Context: an optimization exercise on an open-source flow, tuned for small area, a short achievable clock period and few clock cycles per item. The choices shown serve that exercise and are no tape-out recipe.

amber:
==> flow/design.v (excerpt) <==
module cordic (
    input  wire               clk,
    input  wire               rst_n,
    input  wire               start,
    input  wire signed [15:0] angle_in,
    output wire signed [15:0] cos_out,
    output wire signed [15:0] sin_out,
    output reg                done
);
clock: 7.0 ns
lec_check: 0
abc_area: 1
cap_margin: 20
core_margin: 2
core_utilization: 55
setup_slack_margin: 4.0
slew_margin: 20
run.sh (not shown) runs the stock make flow with config.mk's settings and CLKGATE_MAP_FILE= SYNTH_SCRIPT=/design/flow/synth_recipe.tcl, a recipe that flattens the netlist after the stock synthesis.
Relative to amber, the following input files were edited for violet:
# amber
export LEC_CHECK = 0
export ABC_AREA = 1
export CAP_MARGIN = 20
export CORE_MARGIN = 2
export CORE_UTILIZATION = 55
export SETUP_SLACK_MARGIN = 4.0
export SLEW_MARGIN = 20
create_clock -name core_clock -period 7.0 [get_ports {clk}]
# violet
export LEC_CHECK = 0
export ABC_AREA = 1
export CAP_MARGIN = 20
export CORE_MARGIN = 2
export CORE_UTILIZATION = 55
export SETUP_SLACK_MARGIN = 3.7
export SLEW_MARGIN = 20
create_clock -name core_clock -period 7.0 [get_ports {clk}]
Notes after the runs:
Cell count came out lower on violet than on amber. Compared with amber, violet shows final-layout clock buffer total higher by 1. Going from amber to violet, setup slack saw an increase; design area shrank by 480 um2. Worst setup timing slack at the placement stage: violet worse than amber.
Modified inputs, maple compared to violet
# violet
export LEC_CHECK = 0
export ABC_AREA = 1
export CAP_MARGIN = 20
export CORE_MARGIN = 2
export CORE_UTILIZATION = 55
export SETUP_SLACK_MARGIN = 3.7
export SLEW_MARGIN = 20
create_clock -name core_clock -period 7.0 [get_ports {clk}]
# maple
export LEC_CHECK = 0
export ABC_AREA = 1
export CAP_MARGIN = 20
export CORE_MARGIN = 2
export CORE_UTILIZATION = 60
export SETUP_SLACK_MARGIN = 3.0
export SLEW_MARGIN = 20
create_clock -name core_clock -period 7.0 [get_ports {clk}]
==> comparison <==
- Taking violet as 1.0, maple lands at 0.883 on top achievable clock speed.
- Diff violet -> maple: design area went down by 9.2%; sequential cell area share went up by 1.7 points; number of ordinary inverters in the final layout went down by 2; area of the die went down by 8.0%; estimated wirelength of the detail-placed design went down by 4.2%.
- Post-route worst hold slack of violet is on par with maple.
- The setup slack of maple is smaller than that of violet.
- The core of maple is less densely filled than that of violet.
Input changes introduced in lagoon (baseline for comparison: maple):
# maple
export LEC_CHECK = 0
export ABC_AREA = 1
export CAP_MARGIN = 20
export CORE_MARGIN = 2
export CORE_UTILIZATION = 60
export SETUP_SLACK_MARGIN = 3.0
export SLEW_MARGIN = 20
create_clock -name core_clock -period 7.0 [get_ports {clk}]
# lagoon
export LEC_CHECK = 0
export ABC_AREA = 1
export CAP_MARGIN = 20
export CORE_MARGIN = 2
export CORE_UTILIZATION = 55
export SETUP_SLACK_MARGIN = 3.5
export SLEW_MARGIN = 20
create_clock -name core_clock -period 7.0 [get_ports {clk}]
Notes after the runs:
lagoon: PASS, flow complete, no timing, DRC or antenna violations. lagoon vs maple — sequential share of layout area dropped 0.82 points. Proportion of cell area occupied by multi-input gates ends up lower on lagoon. lagoon ended up with a lower routability congestion estimate than maple did.
No run of this note included a check of the RTL's function; only the layout flow was run.

The RTL this note starts from:
==> flow/design.v <==
module cordic (
    input  wire               clk,
    input  wire               rst_n,
    input  wire               start,
    input  wire signed [15:0] angle_in,
    output wire signed [15:0] cos_out,
    output wire signed [15:0] sin_out,
    output reg                done
);
    localparam signed [15:0] K = 16'sd9949;
    reg signed [15:0] x, y, z;
    reg [3:0] cnt;       
    reg [3:0] cntb;      
    reg px;              
    reg busy;
    wire [15:0] atan_i =
          ({16{cnt == 4'd1}} & 16'h1DAC) | ({16{cnt == 4'd2}} & 16'h0FAE)
        | ({16{cnt == 4'd3}} & 16'h07F5) | ({16{cnt == 4'd4}} & 16'h03FF)
        | ({16{cnt == 4'd5}} & 16'h0200) | ({16{cnt == 4'd6}} & 16'h0100)
        | ({16{cnt == 4'd7}} & 16'h0080) | ({16{cnt == 4'd8}} & 16'h0040)
        | ({16{cnt == 4'd9}} & 16'h0020) | ({16{cnt == 4'd10}} & 16'h0010)
        | ({16{cnt == 4'd11}} & 16'h0008) | ({16{cnt == 4'd12}} & 16'h0004)
        | ({16{cnt == 4'd13}} & 16'h0002) | ({16{cnt == 4'd14}} & 16'h0001);
    wire dz = ~z[15];                        
    wire signed [15:0] yc = y ^ {16{px}};
    wire signed [15:0] xc = x ^ {16{~px}};
    wire signed [15:0] ysh = yc >>> cnt;
    wire signed [15:0] xsh = xc >>> (~cntb);
    wire [15:0] x_n = x + ysh + {15'd0, px};
    wire [15:0] y_n = y + xsh + {15'd0, ~px};
    wire [15:0] z_n = z + (atan_i ^ {16{dz}}) + {15'd0, dz};
    wire d0 = ~angle_in[15];
    wire [15:0] z1 = d0 ? angle_in - 16'h3244 : angle_in + 16'h3244;
    wire [15:0] z_v = start ? z1 : z_n;
    always @(posedge clk) begin
        if (start) begin
            x   <= K;
            y   <= d0 ? K : -K;
        end else begin
            x   <= x_n;
            y   <= y_n;
        end
        if (start) begin
            cnt  <= 4'd1;
            cntb <= ~4'd1;
        end else begin
            cnt  <= cnt + 4'd1;
            cntb <= cntb - 4'd1;
        end
    end
    always @(posedge clk) begin
        z  <= z_v;
        px <= ~z_v[15];
    end
    wire last = (cnt == 4'd14);
    always @(posedge clk or negedge rst_n) begin
        if (!rst_n) begin
            busy <= 1'b0;
            done <= 1'b0;
        end else begin
            busy <= start | (busy & ~last);
            done <= busy & last;
        end
    end
    assign cos_out = x;
    assign sin_out = y;
endmodule
export LEC_CHECK = 0
export ABC_AREA = 1
export CAP_MARGIN = 20
export CORE_MARGIN = 2
export CORE_UTILIZATION = 35
export CTS_BUF_LIST = sky130_fd_sc_hd__clkbuf_4
export CTS_CLUSTER_SIZE = 20
export SETUP_SLACK_MARGIN = 3.85
export SLEW_MARGIN = 20
create_clock -name core_clock -period 7.0 [get_ports {clk}]
Change:
--- a/flow/config.mk
+++ b/flow/config.mk
@@ -11 +11 @@
-export CORE_UTILIZATION = 35
+export CORE_UTILIZATION = 45
The new run ran to the end with no violations.
Cell area hardly moves.
Via count hardly moves.
Clock-buffer cell count went up by 3.
Sequential cell count is unchanged.
Cell count went down by a few percent.
Change:
--- a/flow/config.mk
+++ b/flow/config.mk
@@ -14 +14 @@
-export SETUP_SLACK_MARGIN = 3.85
+export SETUP_SLACK_MARGIN = 3.95
Utilization is higher by 1.9 points.
Setup slack improves by 12 ps.
Non-clock buffer count is higher by 11.
Cell count is higher slightly.
No run of this note included a check of the RTL's function; only the layout flow was run.

==> afterwards: timing with drivers on the ports <==
How much do the figures lean on ideal ports? The routed layouts below were timed once more, with nothing changed but the port constraints.
Step 1 (the two cells are an assumption about what drives the block):
set clk [get_ports {clk}]
set_driving_cell -lib_cell sky130_fd_sc_hd__clkbuf_16 $clk
set_driving_cell -lib_cell sky130_fd_sc_hd__buf_2 [delete_from_list [all_inputs] $clk]
Step 2 adds t to the input delays and takes it off the output delays; t is the mean of the earliest and latest rising clock arrival at the registers after step 1. Input paths then give back, and output paths get back, about the clock's delay inside the block.
Three values: no drivers, after step 1, after step 2; two values: the first two.
run | t (ns) | setup WS [ns] | latest minus earliest clock arrival (ns) | worst register clock-pin slew, ns
amber | 0.396 | 3.555 / 3.550 / 3.155 | 0.011 / 0.011 | 0.08 / 0.08
violet | 0.407 | 3.682 / 3.661 / 3.254 | 0.011 / 0.010 | 0.08 / 0.08
maple | 0.407 | 3.244 / 3.265 / 2.858 | 0.009 / 0.008 | 0.09 / 0.09
lagoon | 0.406 | 3.578 / 3.595 / 3.188 | 0.012 / 0.011 | 0.08 / 0.08
the first run of note 2 | 0.495 | 3.977 / 3.977 / 3.597 | 0.020 / 0.020 | 0.12 / 0.12
the second run of note 2 | 0.495 | 4.004 / 3.983 / 3.544 | 0.014 / 0.015 | 0.11 / 0.11
the third run of note 2 | 0.497 | 4.016 / 3.979 / 3.716 | 0.010 / 0.010 | 0.11 / 0.11
After both steps setup and hold are still met in every run listed. The setup slack of the second run of note 2, which loses most, moves by -0.021 ns with the drivers and by -0.460 ns with both steps.
